Source: an optimization exercise on an open RTL-to-GDS flow (aim: small area, a short achievable clock period and few clock cycles per item). Production flows keep margins and buffers that such runs may drop. Only simulation tests tie the RTL to the original design; equivalence was not proved.

Setup of run A:
// chacha20
module chacha20(input wire clock,
                input wire reset,  
                input wire start,
                input  wire [255:0] key,
                input  wire [63:0] index,  
                input  wire [63:0] nonce,
                output reg done,
                output wire [511:0] out);
    function automatic [31:0] LE32(input [31:0] a);
        LE32 = {a[7:0], a[15:8], a[23:16], a[31:24]};
    endfunction
    function automatic [31:0] ADD(input [31:0] a, input [31:0] b);
        reg [31:0] p, g, pp, gg, c;
        begin
        p = a ^ b; g = a & b; pp = p; gg = g;
        gg[31] = gg[31] | (pp[31] & gg[30]); pp[31] = pp[31] & pp[30];
        gg[29] = gg[29] | (pp[29] & gg[28]); pp[29] = pp[29] & pp[28];
        gg[27] = gg[27] | (pp[27] & gg[26]); pp[27] = pp[27] & pp[26];
        gg[25] = gg[25] | (pp[25] & gg[24]); pp[25] = pp[25] & pp[24];
        gg[23] = gg[23] | (pp[23] & gg[22]); pp[23] = pp[23] & pp[22];
        gg[21] = gg[21] | (pp[21] & gg[20]); pp[21] = pp[21] & pp[20];
        gg[19] = gg[19] | (pp[19] & gg[18]); pp[19] = pp[19] & pp[18];
        gg[17] = gg[17] | (pp[17] & gg[16]); pp[17] = pp[17] & pp[16];
        gg[15] = gg[15] | (pp[15] & gg[14]); pp[15] = pp[15] & pp[14];
        gg[13] = gg[13] | (pp[13] & gg[12]); pp[13] = pp[13] & pp[12];
  ...
Settings: LEC_CHECK=0, CAP_MARGIN=15, CORE_MARGIN=2, CORE_UTILIZATION=35, SETUP_SLACK_MARGIN=2, SLEW_MARGIN=15; clock period 14.0 ns.
standard.sh (not shown) runs the stock make flow with config.mk's settings and CLKGATE_MAP_FILE= SYNTH_SCRIPT=/design/flow/synth_recipe.tcl, a recipe that flattens the netlist after the stock synthesis.
==> flow/flow/run.sh <==
#!/bin/bash
# The standard layout, with three changes: the port buffers are the smallest
# buffer cell; after global placement each output port's buffer is moved next
# to the flip-flop that drives it, so the long wire to the pin hangs on the
# buffer and not on the flip-flop; and the clock tree has no dummy loads.
set -euo pipefail
export BUFFER_PORTS_ARGS="-buffer_cell sky130_fd_sc_hd__buf_1"
export CTS_ARGS="-sink_clustering_enable -repair_clock_nets -sink_clustering_size 30 -sink_clustering_max_diameter 80 -dont_use_dummy_load"
R=orfs/results/$FLOW_PLATFORM/chacha20/base
bash standard.sh "$PWD/$R/3_3_place_gp.odb" > standard_flow_place.log 2>&1
openroad -no_init -exit flow/move_obufs.tcl > move_obufs.log 2>&1
bash standard.sh > standard_flow.log 2>&1
==> flow/flow/move_obufs.tcl <==
# Move each output port buffer onto the flip-flop that drives it; detailed
# placement legalizes the positions later.
set odb orfs/results/$::env(FLOW_PLATFORM)/chacha20/base/3_3_place_gp.odb
read_db $odb
set block [ord::get_db_block]
set moved 0
foreach inst [$block getInsts] {
  if {![string match "output*" [$inst getName]]} continue
  set a [$inst findITerm A]
  if {$a eq "NULL"} continue
  set net [$a getNet]
  set drv ""
  foreach it [$net getITerms] { if {[$it isOutputSignal]} { set drv [$it getInst] } }
  if {$drv eq ""} continue
  lassign [$drv getLocation] x y
  $inst setLocation $x $y
  incr moved
}
puts "moved $moved output buffers"
write_db $odb
Testbench counts of run A, summed over its fixed seeds: cycles 5,376, blocks 256.
Edits applied to the flow inputs when going from run A to run B:
diff --git a/flow/config.mk b/flow/config.mk
--- a/flow/config.mk
+++ b/flow/config.mk
@@ -10,2 +10,3 @@
-export CORE_UTILIZATION = 35
-export SETUP_SLACK_MARGIN = 2
+export CORE_UTILIZATION = 30
+export GPL_ROUTABILITY_DRIVEN = 0
+export SETUP_SLACK_MARGIN = 2.5
[summary]
Lower sequential share of layout area goes to run B over run A.
Between run A and run B, the flow reports via count of the first global-routing pass increasing by a few percent.
Relative to run A, run B degrades wire length.
| total routing usage reported by global routing | run B vs run A | 7.1 points lower |
Edits applied to the flow inputs when going from run B to run C:
diff --git a/flow/config.mk b/flow/config.mk
--- a/flow/config.mk
+++ b/flow/config.mk
@@ -10 +10 @@
-export CORE_UTILIZATION = 30
+export CORE_UTILIZATION = 35
@@ -13,0 +14 @@
+export TNS_END_PERCENT = 50
--- outcome ---
Run C went all the way through the flow, and no timing, DRC or antenna check failed. Floorplan die area improves in run C relative to run B. Summary of run C over run B: antenna diode instance count shows a reduction of about 22%, area overhead of the layout relative to synthesis -3.2 points, worst clock skew on the final layout increased 18 ps.

---

The RTL this note starts from:
==> flow/design.v <==
`default_nettype none
module chacha20(input wire clock,
                input wire reset,  
                input wire start,
                input  wire [255:0] key,
                input  wire [63:0] index,  
                input  wire [63:0] nonce,
                output reg done,
                output wire [511:0] out);
    function automatic [31:0] LE32(input [31:0] a);
        LE32 = {a[7:0], a[15:8], a[23:16], a[31:24]};
    endfunction
function automatic [31:0] ADD(input [31:0] a, input [31:0] b);
    reg [31:0] p, g, pp, gg, c;
    begin
    p = a ^ b; g = a & b; pp = p; gg = g;
    gg[31] = gg[31] | (pp[31] & gg[30]); pp[31] = pp[31] & pp[30];
    gg[29] = gg[29] | (pp[29] & gg[28]); pp[29] = pp[29] & pp[28];
    gg[27] = gg[27] | (pp[27] & gg[26]); pp[27] = pp[27] & pp[26];
    gg[25] = gg[25] | (pp[25] & gg[24]); pp[25] = pp[25] & pp[24];
    gg[23] = gg[23] | (pp[23] & gg[22]); pp[23] = pp[23] & pp[22];
    gg[21] = gg[21] | (pp[21] & gg[20]); pp[21] = pp[21] & pp[20];
    gg[19] = gg[19] | (pp[19] & gg[18]); pp[19] = pp[19] & pp[18];
    gg[17] = gg[17] | (pp[17] & gg[16]); pp[17] = pp[17] & pp[16];
    gg[15] = gg[15] | (pp[15] & gg[14]); pp[15] = pp[15] & pp[14];
    gg[13] = gg[13] | (pp[13] & gg[12]); pp[13] = pp[13] & pp[12];
    gg[11] = gg[11] | (pp[11] & gg[10]); pp[11] = pp[11] & pp[10];
    gg[9] = gg[9] | (pp[9] & gg[8]); pp[9] = pp[9] & pp[8];
    gg[7] = gg[7] | (pp[7] & gg[6]); pp[7] = pp[7] & pp[6];
    gg[5] = gg[5] | (pp[5] & gg[4]); pp[5] = pp[5] & pp[4];
    gg[3] = gg[3] | (pp[3] & gg[2]); pp[3] = pp[3] & pp[2];
    gg[1] = gg[1] | (pp[1] & gg[0]); pp[1] = pp[1] & pp[0];
    gg[31] = gg[31] | (pp[31] & gg[29]); pp[31] = pp[31] & pp[29];
    gg[30] = gg[30] | (pp[30] & gg[29]); pp[30] = pp[30] & pp[29];
    gg[27] = gg[27] | (pp[27] & gg[25]); pp[27] = pp[27] & pp[25];
    gg[26] = gg[26] | (pp[26] & gg[25]); pp[26] = pp[26] & pp[25];
    gg[23] = gg[23] | (pp[23] & gg[21]); pp[23] = pp[23] & pp[21];
    gg[22] = gg[22] | (pp[22] & gg[21]); pp[22] = pp[22] & pp[21];
    gg[19] = gg[19] | (pp[19] & gg[17]); pp[19] = pp[19] & pp[17];
    gg[18] = gg[18] | (pp[18] & gg[17]); pp[18] = pp[18] & pp[17];
    gg[15] = gg[15] | (pp[15] & gg[13]); pp[15] = pp[15] & pp[13];
    gg[14] = gg[14] | (pp[14] & gg[13]); pp[14] = pp[14] & pp[13];
    gg[11] = gg[11] | (pp[11] & gg[9]); pp[11] = pp[11] & pp[9];
    gg[10] = gg[10] | (pp[10] & gg[9]); pp[10] = pp[10] & pp[9];
    gg[7] = gg[7] | (pp[7] & gg[5]); pp[7] = pp[7] & pp[5];
    gg[6] = gg[6] | (pp[6] & gg[5]); pp[6] = pp[6] & pp[5];
    gg[3] = gg[3] | (pp[3] & gg[1]); pp[3] = pp[3] & pp[1];
    gg[2] = gg[2] | (pp[2] & gg[1]); pp[2] = pp[2] & pp[1];
    gg[31] = gg[31] | (pp[31] & gg[27]); pp[31] = pp[31] & pp[27];
    gg[30] = gg[30] | (pp[30] & gg[27]); pp[30] = pp[30] & pp[27];
    gg[29] = gg[29] | (pp[29] & gg[27]); pp[29] = pp[29] & pp[27];
    gg[28] = gg[28] | (pp[28] & gg[27]); pp[28] = pp[28] & pp[27];
    gg[23] = gg[23] | (pp[23] & gg[19]); pp[23] = pp[23] & pp[19];
    gg[22] = gg[22] | (pp[22] & gg[19]); pp[22] = pp[22] & pp[19];
    gg[21] = gg[21] | (pp[21] & gg[19]); pp[21] = pp[21] & pp[19];
    gg[20] = gg[20] | (pp[20] & gg[19]); pp[20] = pp[20] & pp[19];
    gg[15] = gg[15] | (pp[15] & gg[11]); pp[15] = pp[15] & pp[11];
    gg[14] = gg[14] | (pp[14] & gg[11]); pp[14] = pp[14] & pp[11];
    gg[13] = gg[13] | (pp[13] & gg[11]); pp[13] = pp[13] & pp[11];
    gg[12] = gg[12] | (pp[12] & gg[11]); pp[12] = pp[12] & pp[11];
    gg[7] = gg[7] | (pp[7] & gg[3]); pp[7] = pp[7] & pp[3];
    gg[6] = gg[6] | (pp[6] & gg[3]); pp[6] = pp[6] & pp[3];
    gg[5] = gg[5] | (pp[5] & gg[3]); pp[5] = pp[5] & pp[3];
    gg[4] = gg[4] | (pp[4] & gg[3]); pp[4] = pp[4] & pp[3];
    gg[31] = gg[31] | (pp[31] & gg[23]); pp[31] = pp[31] & pp[23];
    gg[30] = gg[30] | (pp[30] & gg[23]); pp[30] = pp[30] & pp[23];
    gg[29] = gg[29] | (pp[29] & gg[23]); pp[29] = pp[29] & pp[23];
    gg[28] = gg[28] | (pp[28] & gg[23]); pp[28] = pp[28] & pp[23];
    gg[27] = gg[27] | (pp[27] & gg[23]); pp[27] = pp[27] & pp[23];
    gg[26] = gg[26] | (pp[26] & gg[23]); pp[26] = pp[26] & pp[23];
    gg[25] = gg[25] | (pp[25] & gg[23]); pp[25] = pp[25] & pp[23];
    gg[24] = gg[24] | (pp[24] & gg[23]); pp[24] = pp[24] & pp[23];
    gg[15] = gg[15] | (pp[15] & gg[7]); pp[15] = pp[15] & pp[7];
    gg[14] = gg[14] | (pp[14] & gg[7]); pp[14] = pp[14] & pp[7];
    gg[13] = gg[13] | (pp[13] & gg[7]); pp[13] = pp[13] & pp[7];
    gg[12] = gg[12] | (pp[12] & gg[7]); pp[12] = pp[12] & pp[7];
    gg[11] = gg[11] | (pp[11] & gg[7]); pp[11] = pp[11] & pp[7];
    gg[10] = gg[10] | (pp[10] & gg[7]); pp[10] = pp[10] & pp[7];
    gg[9] = gg[9] | (pp[9] & gg[7]); pp[9] = pp[9] & pp[7];
    gg[8] = gg[8] | (pp[8] & gg[7]); pp[8] = pp[8] & pp[7];
    gg[31] = gg[31] | (pp[31] & gg[15]); pp[31] = pp[31] & pp[15];
    gg[30] = gg[30] | (pp[30] & gg[15]); pp[30] = pp[30] & pp[15];
    gg[29] = gg[29] | (pp[29] & gg[15]); pp[29] = pp[29] & pp[15];
    gg[28] = gg[28] | (pp[28] & gg[15]); pp[28] = pp[28] & pp[15];
    gg[27] = gg[27] | (pp[27] & gg[15]); pp[27] = pp[27] & pp[15];
    gg[26] = gg[26] | (pp[26] & gg[15]); pp[26] = pp[26] & pp[15];
    gg[25] = gg[25] | (pp[25] & gg[15]); pp[25] = pp[25] & pp[15];
    gg[24] = gg[24] | (pp[24] & gg[15]); pp[24] = pp[24] & pp[15];
    gg[23] = gg[23] | (pp[23] & gg[15]); pp[23] = pp[23] & pp[15];
    gg[22] = gg[22] | (pp[22] & gg[15]); pp[22] = pp[22] & pp[15];
    gg[21] = gg[21] | (pp[21] & gg[15]); pp[21] = pp[21] & pp[15];
    gg[20] = gg[20] | (pp[20] & gg[15]); pp[20] = pp[20] & pp[15];
    gg[19] = gg[19] | (pp[19] & gg[15]); pp[19] = pp[19] & pp[15];
    gg[18] = gg[18] | (pp[18] & gg[15]); pp[18] = pp[18] & pp[15];
    gg[17] = gg[17] | (pp[17] & gg[15]); pp[17] = pp[17] & pp[15];
    gg[16] = gg[16] | (pp[16] & gg[15]); pp[16] = pp[16] & pp[15];
    c = {gg[30:0], 1'b0};
    ADD = p ^ c;
    end
endfunction
    localparam CONST = 128'h657870616e642033322d62797465206b;
    wire [511:0] init = {CONST, key, LE32(index[31:0]), LE32(index[63:32]), nonce};
    reg [4:0] i;  
    reg [31:0] y [0:15];  
    wire [31:0] xi [0:15];
    wire [31:0] h [0:15];
    wire ld = start;
    wire fa = i == 5'd19;
    genvar j;
    generate for (j = 0; j < 16; j = j + 1) begin: g_init
        assign xi[j] = LE32(init[511 - 32*j -: 32]);
    end endgenerate
    generate for (j = 0; j < 4; j = j + 1) begin: g_h2
        wire [31:0] a2 = ADD(y[j], y[4+j]);
        wire [31:0] t2 = y[12+j] ^ a2;
        wire [31:0] d2 = {t2[23:0], t2[31:24]};
        wire [31:0] c2 = ADD(y[8+j], d2);
        wire [31:0] t3 = y[4+j] ^ c2;
        wire [31:0] b2 = {t3[24:0], t3[31:25]};
        assign h[     (4-j)%4] = a2;
        assign h[4 +  (5-j)%4] = b2;
        assign h[8 +  (6-j)%4] = c2;
        assign h[12 + (7-j)%4] = d2;
    end endgenerate
    generate for (j = 0; j < 4; j = j + 1) begin: g_h1
        wire [31:0] ai = ld ? xi[j]    : h[j];
        wire [31:0] bi = ld ? xi[4+j]  : fa ? xi[j] : h[4+j];
        wire [31:0] ci = ld ? xi[8+j]  : h[8+j];
        wire [31:0] di = ld ? xi[12+j] : h[12+j];
        wire [31:0] s1 = ADD(ai, bi);
        wire [31:0] t0 = di ^ s1;
        wire [31:0] d1 = {t0[15:0], t0[31:16]};
        wire [31:0] s2 = ADD(ci, (fa ? xi[8+j] : d1));
        wire [31:0] t1 = bi ^ s2;
        wire [31:0] b1 = {t1[19:0], t1[31:20]};
        wire [31:0] fb = h[4+j] + xi[4+j];
        wire [31:0] fd = h[12+j] + xi[12+j];
        always @(posedge clock) begin
            y[j]    <= s1;
            y[4+j]  <= fa ? fb : b1;
            y[8+j]  <= s2;
            y[12+j] <= fa ? fd : d1;
        end
    end endgenerate
    always @(posedge clock) begin
        if (i != 5'd20) i <= i + 5'd1;
        if (start) i <= 5'd0;
        done <= fa;
        if (reset) begin
            i <= 5'd20;
            done <= 1'b0;
        end
    end
    generate for (j = 0; j < 16; j = j + 1) begin: g_out
        assign out[511 - 32*j -: 32] = LE32(y[j]);
    end endgenerate
endmodule
clock: 14.0 ns
lec_check: 0
cap_margin: 30
core_margin: 2
core_utilization: 35
setup_slack_margin: 2.5
slew_margin: 20
run.sh (not shown) runs the stock make flow with config.mk's settings and CLKGATE_MAP_FILE= SYNTH_SCRIPT=/design/flow/synth_recipe.tcl, a recipe that flattens the netlist after the stock synthesis.
Stock flow here: none of the scripts above is used.
Testbench counts at the start, summed over its fixed seeds: cycles 5,376, blocks 256.
Edit:
Settings changed: SETUP_SLACK_MARGIN 2.5 to 5.
Clock-buffer cell count went up by 7.
Die area stays the same.
Edit:
Settings changed: SETUP_SLACK_MARGIN 5 to 4.
=> The changed run completed without violations. Routed wire length is about the same. Final area is lower by 1.9%. Cell count is lower by 0.69%. Worst setup slack is worse by 0.0068 ns.
Edit:
Settings changed: SETUP_SLACK_MARGIN 4 to 0.5.
Outcome:
- The new run ran to the end with no violations
- cell count drops by a few percent
- wire length drops by a few percent
- non-clock buffer count drops by 443
- worst setup slack got worse by 1.2 ns
- utilization drops by 6.3 points
- sequential cell count stays the same
- worst hold slack got worse by 0.013 ns
- area after synthesis does not change
Edit:
==> flow/flow/run.sh (new file) <==
#!/bin/bash
# The standard layout, with the port buffers made from the smallest buffer cell.
set -euo pipefail
export BUFFER_PORTS_ARGS="-buffer_cell sky130_fd_sc_hd__buf_1"
bash standard.sh > standard_flow.log 2>&1
==> flow/standard.sh (new file) <==
#!/bin/bash
# synth_recipe.tcl (not shown) runs the flow's synth.tcl, then flattens the netlist and writes it again
# the make line also repeats each setting of config.mk as NAME=value (left out here)
make -C /OpenROAD-flow-scripts/flow DESIGN_CONFIG=/design/flow/config.mk WORK_HOME=/design/flow/orfs CLKGATE_MAP_FILE= SYNTH_SCRIPT=/design/flow/synth_recipe.tcl "${@:-finish}"
Settings changed: SETUP_SLACK_MARGIN 0.5 to 2.
removed: flow/run.sh
The changed run ran to the end with no violations.
Synthesized cell count is unchanged.
Wire length grows by 1.6%.
Area after synthesis does not change.
Cell count grows by 1.5%.
Flip-flop and latch count does not change.
Design area shrinks by 4.3%.
Die area stays the same.
Setup slack is better by 1.2 ns.

-- port drivers added, routing unchanged --
No port has a modelled driver above. Below, the same layouts with a new extraction and two added sets of constraints.
Step 1 (the two cells are an assumption about what drives the block):
set clk [get_ports {clock}]
set_driving_cell -lib_cell sky130_fd_sc_hd__clkbuf_16 $clk
set_driving_cell -lib_cell sky130_fd_sc_hd__buf_2 [delete_from_list [all_inputs] $clk]
Step 2 moves the port delays by t, midway between the first and last clock arrival at a register: inputs arrive t later, outputs are due t later. That takes back most of the time a late clock gives input paths.
Three values: no drivers, after step 1, after step 2; two values: the first two.
| run | t, ns | setup WS [ns] | hold slack, ns | worst register clock-pin slew, ns |
|---|---|---|---|---|
| run A | 0.810 | 2.238 / 2.238 / 2.238 | 0.598 / 0.598 / 0.598 | 0.10 / 0.10 |
| run B | 0.770 | 2.229 / 2.229 / 2.229 | 0.594 / 0.594 / 0.594 | 0.11 / 0.11 |
| run C | 0.759 | 2.549 / 2.549 / 2.549 | 0.592 / 0.592 / 0.592 | 0.11 / 0.11 |
| the first run of note 2 | 0.793 | 2.552 / 2.552 / 2.552 | 0.579 / 0.579 / 0.579 | 0.07 / 0.07 |
| the second run of note 2 | 0.780 | 2.167 / 2.167 / 2.167 | 0.580 / 0.580 / 0.580 | 0.07 / 0.07 |
| the third run of note 2 | 0.776 | 2.160 / 2.160 / 2.160 | 0.592 / 0.592 / 0.592 | 0.07 / 0.07 |
| the fourth run of note 2 | 0.796 | 0.970 / 0.970 / 0.970 | 0.579 / 0.579 / 0.579 | 0.07 / 0.07 |
| the fifth run of note 2 | 0.796 | 2.148 / 2.148 / 2.148 | 0.583 / 0.583 / 0.583 | 0.07 / 0.07 |
After both steps setup and hold are still met in every run listed.
